This is an optimization exercise on Yosys and OpenROAD, whose aim is small area and a short achievable clock period, not a production implementation. The RTL was checked by simulation tests, not by an equivalence proof against the original design. Power and IR drop assume default switching activity.

==> flow/design.v <==
module SCP(Clock,Reset,Inst,InstAddr,FlagReg,Result_Out);
	input Clock,Reset;
	input [31:0] Inst;
	output [31:0] InstAddr;
	output reg [3:0] FlagReg;
	output [31:0] Result_Out;
	wire [1:0] Op  = Inst[27:26];
	wire       I   = Inst[25];
	wire [3:0] cmd = Inst[24:21];
	wire       S   = Inst[20];
	wire [3:0] Rn  = Inst[19:16];
	wire [3:0] Rd  = Inst[15:12];
	wire [3:0] Rm  = Inst[3:0];
	reg  [31:0] PC;
	reg  [32*15-1:0] rf;    
	reg  [32*64-1:0] dm;    
	assign InstAddr = PC;
	wire [29:0] pc_hi4 = PC[31:2] + 30'd1;
	wire [29:0] pc_hi8 = PC[31:2] + 30'd2;
	wire [31:0] PCPlus4 = {pc_hi4, PC[1:0]};
	wire [31:0] PCPlus8 = {pc_hi8, PC[1:0]};
	wire        is_mem = (Op == 2'b01);
	wire [3:0]  ra2    = is_mem ? Rd : Rm;
	wire [15:0] oh1    = 16'd1 << Rn;
	wire [15:0] oh2    = 16'd1 << ra2;
	wire [31:0] RD1, RD2;
	genvar b, w;
	generate
		for (b = 0; b < 32; b = b + 1) begin : rdp
			wire [15:0] col;
			for (w = 0; w < 15; w = w + 1) begin : c
				assign col[w] = rf[32*w + b];
			end
			assign col[15] = PCPlus8[b];
			assign RD1[b] = |(col & oh1);
			assign RD2[b] = |(col & oh2);
		end
	endgenerate
	wire [7:0]  addr8 = RD1[7:0] + Inst[7:0];
	wire [5:0]  widx  = addr8[7:2];
	wire [63:0] ohm   = 64'd1 << widx;
	wire [31:0] ReadData;
	generate
		for (b = 0; b < 32; b = b + 1) begin : rdm
			wire [63:0] col;
			for (w = 0; w < 64; w = w + 1) begin : c
				assign col[w] = dm[32*w + b];
			end
			assign ReadData[b] = |(col & ohm);
		end
	endgenerate
	wire [31:0] SRD2 = Inst[5] ? (RD2 >> Inst[11:7]) : (RD2 << Inst[11:7]);
	wire        dp   = (Op == 2'b00);
	wire [31:0] B    = (dp & I) ? {24'd0, Inst[7:0]} : SRD2;
	wire        sub  = dp & ((cmd == 4'h2) | (cmd == 4'hA));
	wire [31:0] Bx   = B ^ {32{sub}};
	wire [32:0] sum  = {1'b0, RD1} + {1'b0, Bx} + {32'd0, sub};
	reg [31:0] alu;
	always @(*) begin
		if (dp && cmd == 4'h0)      alu = RD1 & B;
		else if (dp && cmd == 4'hC) alu = RD1 | B;
		else if (dp && cmd == 4'hD) alu = B;
		else                        alu = sum[31:0];
	end
	wire [31:0] Result = is_mem ? ReadData : alu;
	assign Result_Out = Result;
	wire logic_op = (cmd == 4'h0) | (cmd == 4'hC);
	wire arith_op = (cmd == 4'h2) | (cmd == 4'h4);
	wire we_nz = dp & ((S & (logic_op | arith_op)) | (cmd == 4'hA));
	wire we_cv = dp & ((S & arith_op) | (cmd == 4'hA));
	wire fN = alu[31];
	wire fZ = ~(|alu);
	wire fC = sub ? (~sum[32] | ~(|B)) : sum[32];
	wire fV = (RD1[31] == Bx[31]) & (sum[31] != RD1[31]);
	always @(posedge Clock) begin
		if (Reset) FlagReg <= 4'd0;
		else begin
			if (we_nz) FlagReg[3:2] <= {fN, fZ};
			if (we_cv) FlagReg[1:0] <= {fC, fV};
		end
	end
	wire pc_wr  = (Rd == 4'hF);
	always @(posedge Clock) begin
		if (Reset) PC <= 32'd0;
		else       PC <= pc_wr ? Result : PCPlus4;
	end
	wire reg_we = (dp & (cmd != 4'hA)) | (is_mem & S);
	wire mem_we = is_mem & ~S;
	wire [15:0] ohd = 16'd1 << Rd;
	wire [31:0] rf_wd = Reset ? 32'd0 : Result;
	wire [31:0] dm_wd = Reset ? 32'd0 : RD2;
	genvar g;
	generate
		for (g = 0; g < 15; g = g + 1) begin : regs
			always @(posedge Clock)
				if (Reset | (reg_we & ohd[g])) rf[32*g +: 32] <= rf_wd;
		end
		for (g = 0; g < 64; g = g + 1) begin : mem
			always @(posedge Clock)
				if (Reset | (mem_we & ohm[g])) dm[32*g +: 32] <= dm_wd;
		end
	endgenerate
endmodule
clock: 22.0 ns
lec_check: 0
abc_area: 1
cap_margin: 20
core_margin: 2
core_utilization: 45
cts_buf_list: sky130_fd_sc_hd__clkbuf_4 sky130_fd_sc_hd__clkbuf_8
slew_margin: 20
standard.sh (not shown) runs the stock make flow with config.mk's settings and CLKGATE_MAP_FILE= SYNTH_SCRIPT=/design/flow/synth_recipe.tcl, a recipe that flattens the netlist after the stock synthesis.
==> flow/flow/run.sh <==
#!/bin/bash
# Standard ORFS layout, with timing repair aimed well below the clock period.
set -euo pipefail
bash standard.sh SETUP_SLACK_MARGIN=7 finish > standard_flow.log 2>&1
Edit:
==> flow/flow/run.sh (replaced) <==
#!/bin/bash
# Standard ORFS layout, with timing repair aimed well below the clock period.
set -euo pipefail
bash standard.sh SETUP_SLACK_MARGIN=9 finish > standard_flow.log 2>&1
Outcome:
- The new run finished clean
- sequential power barely changes
- maximum frequency went up by 1.2%
- total power went up by 2.8%
- clock skew went up by 7.2 ps
- non-clock buffer count went up by 207
- final cell count went up by 1.7%


Setup of build 66:
Another version of the RTL of SCP (not shown whole).
Size in the first run: about 9700 cells after synthesis, ~2600 flip-flops, ~100 I/O pins, ~110000 um^2 of cells after synthesis.
export LEC_CHECK = 0
export ABC_AREA = 1
export CAP_MARGIN = 20
export CORE_MARGIN = 2
export CORE_UTILIZATION = 45
export CTS_CLUSTER_DIAMETER = 60
export CTS_CLUSTER_SIZE = 24
export SLEW_MARGIN = 20
create_clock -name core_clock -period 22.0 [get_ports {Clock}]
==> flow/flow/run.sh <==
#!/bin/bash
# Standard ORFS layout, with timing repair aimed well below the clock period
# and plain buffers (not delay cells) on the ports.
set -euo pipefail
bash standard.sh SETUP_SLACK_MARGIN=8 \
  "BUFFER_PORTS_ARGS=-inputs -outputs -buffer_cell sky130_fd_sc_hd__buf_4" \
  finish > standard_flow.log 2>&1
What build 24 does differently from build 66 at the input level:
Settings: an added CTS_BUF_LIST of sky130_fd_sc_hd__clkbuf_4 sky130_fd_sc_hd__clkbuf_8; a change of CORE_UTILIZATION from 45 to 55; a deleted CTS_CLUSTER_DIAMETER that had been 60; a deleted CTS_CLUSTER_SIZE that had been 24.
### Flow results
On post-route clock period utilization, build 66 and build 24 are neck and neck.
Largest net degree at the start of global routing (build 24 vs. build 66) increases by a little under 10%
Summary of build 24 over build 66: total via count in the routed design now sits higher, overall routed net length now sits lower.
HPWL after detailed placement: build 24 better than build 66
Edits applied to the flow inputs when going from build 24 to build 2:
Settings: an added CTS_CLUSTER_DIAMETER of 80; an added CTS_CLUSTER_SIZE of 30; a deleted CTS_BUF_LIST that had been sky130_fd_sc_hd__clkbuf_4 sky130_fd_sc_hd__clkbuf_8; a change of CORE_UTILIZATION from 55 to 45.
## What came out
Build 2: all stages complete, timing, DRC and antenna checks passed
Build 2 contains fewer vias than build 24.
Going from build 24 to build 2, fraction of area in registers moved up, minimum clock period after layout has decreased.
Per-cell via count in the routed design in build 2 is 0.30 lower than in build 24
Against build 24 as the reference, build 2 delivers a lower clock latency on the worst-skew pair.
In the metrics for build 2 and build 24, the one carrying the higher via count of the first global-routing pass is build 24.
> inputs changed (build 2 -> build 58)
Settings: CTS_CLUSTER_SIZE: 30 -> 24; CORE_UTILIZATION: 45 -> 50; CTS_CLUSTER_DIAMETER: 80 -> 60.
[summary]
- Count of clock-buffer cells in the layout ends up higher on build 58.
- Build 58 vs. build 2: total power of the final layout now sits higher, starting density of the core now sits higher, number of standard cells in the final layout excluding fillers now sits lower.
- Taking build 2 as the reference point, the area used by multi-input combinational logic of build 58 rises by about 0.7%.
- Per the comparison of build 58 with build 2, sequential fraction of total cell area moved down; total routing usage reported by global routing moved up.
### build 58 -> build 8
Settings: swapping 60 for 80 in CTS_CLUSTER_DIAMETER; swapping 24 for 30 in CTS_CLUSTER_SIZE.
## What came out
The growth of design area from synthesis to finish number comes out lower for build 8 vs build 58.
Count of inverters not on the clock network in the layout | build 8 above build 58
When build 8 is set beside build 58, its final core area utilization turns out to be 1.1 points smaller.
Cmp build 58 and build 8 / total combinational power / higher: build 58
Summary of the comparison: total power is lower in build 8, relative to build 58.
The lower final-layout clock buffer total came out of build 8.
Sort build 58 and build 8 by initial antenna violation count asc -> top: build 58
On build 8: amount of wire on met2 after detailed routing is 0.74% lower than what build 58 gave.
In build 8, clock network latency to the later pin of the worst-skew pair is lower than in build 58.
Build 8 vs build 58: wire length down slightly
### build 8 -> build 97
Settings: a deleted CTS_CLUSTER_SIZE that had been 30; an added CTS_BUF_LIST of sky130_fd_sc_hd__clkbuf_4 sky130_fd_sc_hd__clkbuf_8; a deleted CTS_CLUSTER_DIAMETER that had been 80; a change of CORE_UTILIZATION from 50 to 45.
==> flow/flow/run.sh <==
#!/bin/bash
# Standard ORFS layout, with timing repair aimed well below the clock period.
set -euo pipefail
bash standard.sh SETUP_SLACK_MARGIN=8 finish > standard_flow.log 2>&1
[summary]
The last element of the critical path comes out Result_Out[14] in one run and Result_Out[21] in the other, namely in build 8 and build 97 respectively. Summary of build 97 over build 8: cell count saw an increase, power saw an increase, internal power summed over all cells saw an increase, logic gate share of total power saw a decrease, number of cells after detailed placement saw an increase.


run a:
SCP, a different RTL version from the one above (not shown whole).
Size in the first run: roughly 9,600 cells after synthesis, ~2,600 flip-flops, ~0.11 mm^2 of cells after synthesis.
Settings: LEC_CHECK=0, ABC_AREA=1, CAP_MARGIN=20, CORE_MARGIN=2, CORE_UTILIZATION=55, SETUP_SLACK_MARGIN=5, SLEW_MARGIN=20; clock period 22.0 ns.
run.sh (not shown) runs the stock make flow with config.mk's settings and CLKGATE_MAP_FILE= SYNTH_SCRIPT=/design/flow/synth_recipe.tcl, a recipe that flattens the netlist after the stock synthesis.
Stock flow here: none of the scripts above is used.
> inputs changed (run a -> run b)
# run a
export LEC_CHECK = 0
export ABC_AREA = 1
export CAP_MARGIN = 20
export CORE_MARGIN = 2
export CORE_UTILIZATION = 55
export SETUP_SLACK_MARGIN = 5
export SLEW_MARGIN = 20
create_clock -name core_clock -period 22.0 [get_ports {Clock}]
# run b
export LEC_CHECK = 0
export CAP_MARGIN = 20
export CORE_MARGIN = 2
export CORE_UTILIZATION = 30
export SLEW_MARGIN = 20
create_clock -name core_clock -period 22.0 [get_ports {Clock}]
- After detailed routing, run a needs more wire than run b.
- The final reports for run b and run a show routability-driven placement congestion ratio lower in the former.
- Compare run a and run b | first-iteration DRC count higher: run a
- In the reports for run a and run b, the larger area fraction in compound gates after synthesis belongs to run b.
- Between run a and run b, the setup slack is lower for run b.
- Looking at final antenna diode count, run b sits 8 lower than run a does.

==> separate check: timing with driven ports <==
Ports are ideal in the flow. The routed layouts listed here were re-timed in OpenROAD. Step 1, drivers: a clkbuf_16 drives Clock and a buf_2 each remaining input, both assumed. Step 2 moves the port delays by t, midway between the first and last clock arrival at a register: inputs arrive t later, outputs are due t later. That takes back most of the time a late clock gives input paths. a / b / c = ideal ports / drivers / drivers and shift; a / b = the first two.
run | shift t [ns] | setup slack, ns | hold slack, ns | worst setup path at the end
the first run of note 1 | 1.198 | 6.938 / 6.916 / 6.916 | 0.472 / 0.472 / 0.472 | input to output
the second run of note 1 | 1.176 | 7.114 / 6.998 / 6.998 | 0.466 / 0.466 / 0.466 | input to output
build 66 | 0.958 | 7.753 / 7.653 / 7.653 | 0.468 / 0.468 / 0.468 | input to output
build 24 | 1.186 | 7.737 / 7.584 / 7.584 | 0.471 / 0.471 / 0.471 | input to output
build 2 | 0.927 | 7.773 / 7.608 / 7.608 | 0.467 / 0.467 / 0.467 | input to output
build 58 | 0.992 | 7.811 / 7.656 / 7.656 | 0.478 / 0.478 / 0.478 | input to output
build 8 | 0.932 | 7.855 / 7.700 / 7.700 | 0.475 / 0.475 / 0.475 | input to output
build 97 | 1.180 | 7.630 / 7.486 / 7.486 | 0.464 / 0.464 / 0.464 | input to output
run a | 1.022 | 4.777 / 4.754 / 4.754 | 0.471 / 0.471 / 0.471 | input to output
run b | 0.982 | 1.609 / 1.579 / 1.579 | 0.477 / 0.477 / 0.477 | input to output
After both steps setup and hold are still met in every run listed. The setup slack of build 2, which loses most, moves by -0.165 ns with the drivers and by -0.165 ns with both steps.
